Context: an optimization exercise on an open-source flow, tuned for small area, a short achievable clock period and few clock cycles per item. The choices shown serve that exercise and are no tape-out recipe.
Where RTL was checked, it was by simulation tests only, not by an equivalence proof against the original.

==> nickel: inputs <==
// CPU
module CPU(
				clk,
			  rst_n,
		   IO_stall,
         awid_m_inf,
       awaddr_m_inf,
       awsize_m_inf,
      awburst_m_inf,
        awlen_m_inf,
      awvalid_m_inf,
      awready_m_inf,
        wdata_m_inf,
        wlast_m_inf,
       wvalid_m_inf,
       wready_m_inf,
          bid_m_inf,
        bresp_m_inf,
       bvalid_m_inf,
       bready_m_inf,
         arid_m_inf,
       araddr_m_inf,
        arlen_m_inf,
       arsize_m_inf,
      arburst_m_inf,
      arvalid_m_inf,
      arready_m_inf, 
          rid_m_inf,
        rdata_m_inf,
        rresp_m_inf,
        rlast_m_inf,
       rvalid_m_inf,
       rready_m_inf 
);
clock: 10.0 ns
lec_check: 0
cap_margin: 20
core_margin: 2
core_utilization: 55.0
setup_slack_margin: 5
slew_margin: 20
standard.sh (not shown) runs the stock make flow with config.mk's settings and CLKGATE_MAP_FILE= SYNTH_SCRIPT=/design/flow/synth_recipe.tcl, a recipe that flattens the netlist after the stock synthesis.
==> flow/flow/run.sh <==
#!/bin/bash
# Standard layout, with timing repair aiming for a larger setup margin.
set -euo pipefail
bash standard.sh SETUP_SLACK_MARGIN=6 finish > standard_flow.log 2>&1
==> amber (differences from nickel) <==
--- a/flow/design.v
+++ b/flow/design.v
@@ -325,18 +325,18 @@
 wire        k_ld0    = |(dec_ld0 & kill);
 wire wb_busy = p_mulwb | x_alu | dt_done;
 wire md_wb   = md_v & ~wb_busy & ~k_md;
 wire rd_wb   = d_beat & ~md_v & ~wb_busy & ~k_ld0;
 wire md_kl   = md_v & k_md;
 wire rd_kl   = d_beat & ~md_v & k_ld0;
-wire [15:0] wb_oth  = p_mulwb ? mp[15:0] : dt_done ? det_res : md;
-wire [15:0] wb_en_e = p_mulwb ? dec_ptag : x_alu ? x_rd : dt_done ? 16'd1 : md_wb ? dec_md : 16'd0;
-wire        rd_ok   = d_rready & ~md_v & ~wb_busy & ~k_ld0;
 always @(*) begin
-    wb_data = x_alu ? alu_res : (p_mulwb | dt_done | md_v) ? wb_oth : rdata_m_inf[15:0];
-    wb_en   = wb_en_e | ((rd_ok & rvalid_m_inf[0]) ? dec_ld0 : 16'd0);
+    if (p_mulwb)      begin wb_en = dec_ptag; wb_data = mp[15:0]; end
+    else if (x_alu)   begin wb_en = x_rd;     wb_data = alu_res;  end
+    else if (dt_done) begin wb_en = 16'd1;    wb_data = det_res;  end
+    else if (md_v)    begin wb_en = md_wb ? dec_md : 16'd0; wb_data = md; end
+    else              begin wb_en = rd_wb ? dec_ld0 : 16'd0; wb_data = rdata_m_inf[15:0]; end
 end
 wire [15:0] set_mul = go_mul ? rd_sel : 16'd0;
 wire [15:0] set_ld  = go_ld  ? rb_sel : 16'd0;
 wire [15:0] clr_mul = p_mul ? dec_ptag : 16'd0;
 wire [15:0] clr_md  = (md_wb | md_kl) ? dec_md : 16'd0;
 wire [15:0] clr_rd  = (rd_wb | rd_kl) ? dec_ld0 : 16'd0;
@@ -361,12 +361,15 @@
         rc_full  <= (rc_n == 4'd15);
         rc_z     <= (rc_n == 4'd0);
     end
 wire        rem_z   = (f_rem == 8'd0);
 wire        rem_1   = (f_rem == 8'd1);
 wire        drop_z  = (f_drop == 8'd0);
+wire        push    = i_beat & drop_z;
+wire [7:0]  rem_n   = f_rem - {7'd0, i_beat};
+wire        end_n   = rem_z | (rem_1 & i_beat);    
 wire [10:0] f_addr_1 = f_addr + 11'd1;
 wire [10:0] ipc_1   = ipc + 11'd1;
 reg  [10:0] rd_d;
 reg         rdr_imm1;
 wire        rd_inb  = ~rem_z & ({1'b0, rd_d} < {4'd0, f_rem});
 wire        rd_q1   = q1v & rdr_imm1;
@@ -375,111 +378,52 @@
     if (taken) begin
         rd_d     <= i_beat ? tgt_d - 11'd1 : tgt_d;
         rdr_imm1 <= (f_imm == 5'd1);
     end
 end
 wire        hold_ar = q0v & is_br;
-wire        push_1  = drop_z;
-wire        push_0  = 1'b0;
-wire [7:0]  rem_n_1 = f_rem - 8'd1;
-wire [7:0]  rem_n_0 = f_rem;
-wire        end_n_1 = rem_z | rem_1;
-wire        end_n_0 = rem_z;
-reg  [7:0]  drop_n_1, drop_n_0;
-reg         q0v_n_1, q1v_n_1, drain_n_1, q0_beat_1, q0_q1_1, q1_beat_1, new_ar_1;
-reg         q0v_n_0, q1v_n_0, drain_n_0, q0_beat_0, q0_q1_0, q1_beat_0, new_ar_0;
-reg  [10:0] sa_1, ipc_n_1, sa_0, ipc_n_0;
+reg  [7:0]  drop_n;
+reg         q0v_n, q1v_n, drain_n, q0_beat, q0_q1, q1_beat, new_ar;
+reg  [10:0] sa, ipc_n;
 always @(*) begin
-    drop_n_1  = f_drop - {7'd0, 1'b1 & ~drop_z};
-    drain_n_1 = f_drain;
-    q0v_n_1   = q0v;
-    q1v_n_1   = q1v;
-    q0_beat_1 = 1'b0;
-    q0_q1_1   = 1'b0;
-    q1_beat_1 = 1'b0;
-    ipc_n_1   = ipc;
-    sa_1      = f_drain ? rdr_tgt : (1'b1 ? f_addr_1 : f_addr);
-    new_ar_1  = end_n_1 & ~hold_ar;
+    drop_n  = f_drop - {7'd0, i_beat & ~drop_z};
+    drain_n = f_drain;
+    q0v_n   = q0v;
+    q1v_n   = q1v;
+    q0_beat = 1'b0;
+    q0_q1   = 1'b0;
+    q1_beat = 1'b0;
+    ipc_n   = ipc;
+    sa      = f_drain ? rdr_tgt : (i_beat ? f_addr_1 : f_addr);
+    new_ar  = end_n & ~hold_ar;
     if (rdr & ~rd_q1) begin
-        q0v_n_1 = 1'b0;
-        q1v_n_1 = 1'b0;
-        ipc_n_1 = rdr_tgt;
-        new_ar_1 = end_n_1;
+        q0v_n = 1'b0;
+        q1v_n = 1'b0;
+        ipc_n = rdr_tgt;
+        new_ar = end_n;
         if (rd_inb) begin
-            if (1'b1) begin
-                if (rd_d == 11'd0) begin q0v_n_1 = 1'b1; q0_beat_1 = 1'b1; drop_n_1 = 8'd0; end
-                else drop_n_1 = {1'b0, rd_d[6:0]} - 8'd1;
-            end else drop_n_1 = {1'b0, rd_d[6:0]};
+            if (i_beat) begin
+                if (rd_d == 11'd0) begin q0v_n = 1'b1; q0_beat = 1'b1; drop_n = 8'd0; end
+                else drop_n = {1'b0, rd_d[6:0]} - 8'd1;
+            end else drop_n = {1'b0, rd_d[6:0]};
         end else begin
-            drop_n_1  = rem_n_1;
-            drain_n_1 = 1'b1;
-            sa_1      = rdr_tgt;
+            drop_n  = rem_n;
+            drain_n = 1'b1;
+            sa      = rdr_tgt;
         end
     end else if (pop | rdr) begin
-        ipc_n_1 = ipc_1;
-        if (q1v) begin q0_q1_1 = 1'b1; q0v_n_1 = 1'b1; q1v_n_1 = push_1; q1_beat_1 = push_1; end
-        else     begin q0v_n_1 = push_1; q0_beat_1 = push_1; q1v_n_1 = 1'b0; end
-    end else if (push_1) begin
-        if (!q0v) begin q0_beat_1 = 1'b1; q0v_n_1 = 1'b1; end
-        else      begin q1_beat_1 = 1'b1; q1v_n_1 = 1'b1; end
+        ipc_n = ipc_1;
+        if (q1v) begin q0_q1 = 1'b1; q0v_n = 1'b1; q1v_n = push; q1_beat = push; end
+        else     begin q0v_n = push; q0_beat = push; q1v_n = 1'b0; end
+    end else if (push) begin
+        if (!q0v) begin q0_beat = 1'b1; q0v_n = 1'b1; end
+        else      begin q1_beat = 1'b1; q1v_n = 1'b1; end
     end
-    if (new_ar_1) drain_n_1 = 1'b0;
+    if (new_ar) drain_n = 1'b0;
 end
-always @(*) begin
-    drop_n_0  = f_drop - {7'd0, 1'b0 & ~drop_z};
-    drain_n_0 = f_drain;
-    q0v_n_0   = q0v;
-    q1v_n_0   = q1v;
-    q0_beat_0 = 1'b0;
-    q0_q1_0   = 1'b0;
-    q1_beat_0 = 1'b0;
-    ipc_n_0   = ipc;
-    sa_0      = f_drain ? rdr_tgt : (1'b0 ? f_addr_1 : f_addr);
-    new_ar_0  = end_n_0 & ~hold_ar;
-    if (rdr & ~rd_q1) begin
-        q0v_n_0 = 1'b0;
-        q1v_n_0 = 1'b0;
-        ipc_n_0 = rdr_tgt;
-        new_ar_0 = end_n_0;
-        if (rd_inb) begin
-            if (1'b0) begin
-                if (rd_d == 11'd0) begin q0v_n_0 = 1'b1; q0_beat_0 = 1'b1; drop_n_0 = 8'd0; end
-                else drop_n_0 = {1'b0, rd_d[6:0]} - 8'd1;
-            end else drop_n_0 = {1'b0, rd_d[6:0]};
-        end else begin
-            drop_n_0  = rem_n_0;
-            drain_n_0 = 1'b1;
-            sa_0      = rdr_tgt;
-        end
-    end else if (pop | rdr) begin
-        ipc_n_0 = ipc_1;
-        if (q1v) begin q0_q1_0 = 1'b1; q0v_n_0 = 1'b1; q1v_n_0 = push_0; q1_beat_0 = push_0; end
-        else     begin q0v_n_0 = push_0; q0_beat_0 = push_0; q1v_n_0 = 1'b0; end
-    end else if (push_0) begin
-        if (!q0v) begin q0_beat_0 = 1'b1; q0v_n_0 = 1'b1; end
-        else      begin q1_beat_0 = 1'b1; q1v_n_0 = 1'b1; end
-    end
-    if (new_ar_0) drain_n_0 = 1'b0;
-end
-wire [6:0]  sa_len_1 = (sa_1[10:7] == 4'hf) ? ~sa_1[6:0] : 7'd127;
-wire [6:0]  sa_len_0 = (sa_0[10:7] == 4'hf) ? ~sa_0[6:0] : 7'd127;
-wire        rdy_1    = (drop_n_1 != 8'd0) | ~(q0v_n_1 & q1v_n_1);
-wire        rdy_0    = (drop_n_0 != 8'd0) | ~(q0v_n_0 & q1v_n_0);
-wire [7:0]  drop_n  = i_beat ? drop_n_1  : drop_n_0;
-wire        q0v_n   = i_beat ? q0v_n_1   : q0v_n_0;
-wire        q1v_n   = i_beat ? q1v_n_1   : q1v_n_0;
-wire        drain_n = i_beat ? drain_n_1 : drain_n_0;
-wire        q0_beat = i_beat & q0_beat_1;
-wire        q0_q1   = i_beat ? q0_q1_1   : q0_q1_0;
-wire        q1_beat = i_beat & q1_beat_1;
-wire        new_ar  = i_beat ? new_ar_1  : new_ar_0;
-wire [10:0] sa      = i_beat ? sa_1      : sa_0;
-wire [6:0]  sa_len  = i_beat ? sa_len_1  : sa_len_0;
-wire [10:0] ipc_n   = ipc_n_0;
-wire [7:0]  rem_n   = i_beat ? rem_n_1   : rem_n_0;
-wire        rdy_n   = i_beat ? rdy_1     : rdy_0;
+wire [6:0]  sa_len  = (sa[10:7] == 4'hf) ? ~sa[6:0] : 7'd127;
 always @(posedge clk) begin
     if (q0_beat)     q0 <= i_rdata;
     else if (q0_q1)  q0 <= q1;
     if (q1_beat)     q1 <= i_rdata;
     if (taken)       rdr_tgt <= br_tgt;
 end
@@ -510,13 +454,13 @@
             f_rem   <= rem_n;
         end
         f_drain  <= drain_n;
         f_drop   <= drop_n;
         q0v      <= q0v_n;
         q1v      <= q1v_n;
-        i_rready <= rdy_n;
+        i_rready <= (drop_n != 8'd0) | ~(q0v_n & q1v_n);
     end
 end
 wire dt_issue_n = go_det | (dt_adv & (dt_slot != 7'd71) & ~dt_done);
 always @(posedge clk) begin
     if (dt_issue_n) begin
         ra_sel <= 16'd1 << nx_ra;
CORE_UTILIZATION = 66.0   (was 55.0)
CTS_CLUSTER_DIAMETER = 120   (was default)
CTS_CLUSTER_SIZE = 24   (was default)
PLACE_DENSITY = 0.78   (was default)
==> run summary <==
Run status: nickel finished clean; amber finished clean
Cell area after synthesis: nickel 0.0622 mm2; amber 0.0612 mm2
Height of the chip: nickel 340 um; amber 308 um
Crit path arrival time: nickel 4.52 ns; amber 4.39 ns
Cell area after placement: nickel 0.0646 mm2; amber 0.0630 mm2
Wire length of the first global-routing pass: nickel 321 mm; amber 292 mm
Clock latency on the worst-skew pair: nickel 0.75 ns; amber 0.69 ns
Fill count: nickel 9106; amber 6420
Count of instances resized after the clock tree is built: nickel 200; amber 204
Pin count of the biggest net entering global routing: nickel 88; amber 93
Worst reg2reg path startpoint: nickel q0[2]; amber rb_sel[2]
Met1 demand-to-capacity share in global routing: nickel 0.528; amber 0.556
Post-placement setup slack: nickel 4.42 ns; amber 4.40 ns
Layout overhead on the synthesized area: nickel 15.1%; amber 10.2%
Final critical-path share of the clock period: nickel 0.404; amber 0.402
Post-route design area: nickel 0.0716 mm2; amber 0.0674 mm2
Count of buffering cells on the critical path with inverters included: nickel 0; amber 2
Post-layout nets: nickel 6741; amber 6409
Testbench counts of amber, summed over its fixed seeds: cycles 38,604, instructions 12,000.
Only the layout flow was run in nickel; the RTL was not checked for function there.

==> static timing again, ports no longer ideal <==
How much do the figures lean on ideal ports? The routed layouts below were timed once more, with nothing changed but the port constraints.
Step 1 assumes that a clkbuf_16 drives the clock port and a buf_2 every other input.
Step 2, shift: input delay + t, output delay - t, t = (earliest + latest rising clock arrival at the registers) / 2. This alone moves slack from input paths to output paths.
Three values: ideal ports, drivers, drivers and shift; two values: the first two.
run	t, ns	setup slack, ns	hold slack, ns
nickel	0.806	5.959 / 5.959 / 5.328	0.326 / 0.326 / 0.326
amber	0.736	5.977 / 5.984 / 5.288	0.330 / 0.330 / 0.330
After both steps every run listed still meets setup and hold. The setup slack of amber, which loses most, moves by +0.007 ns with the drivers and by -0.689 ns with both steps.
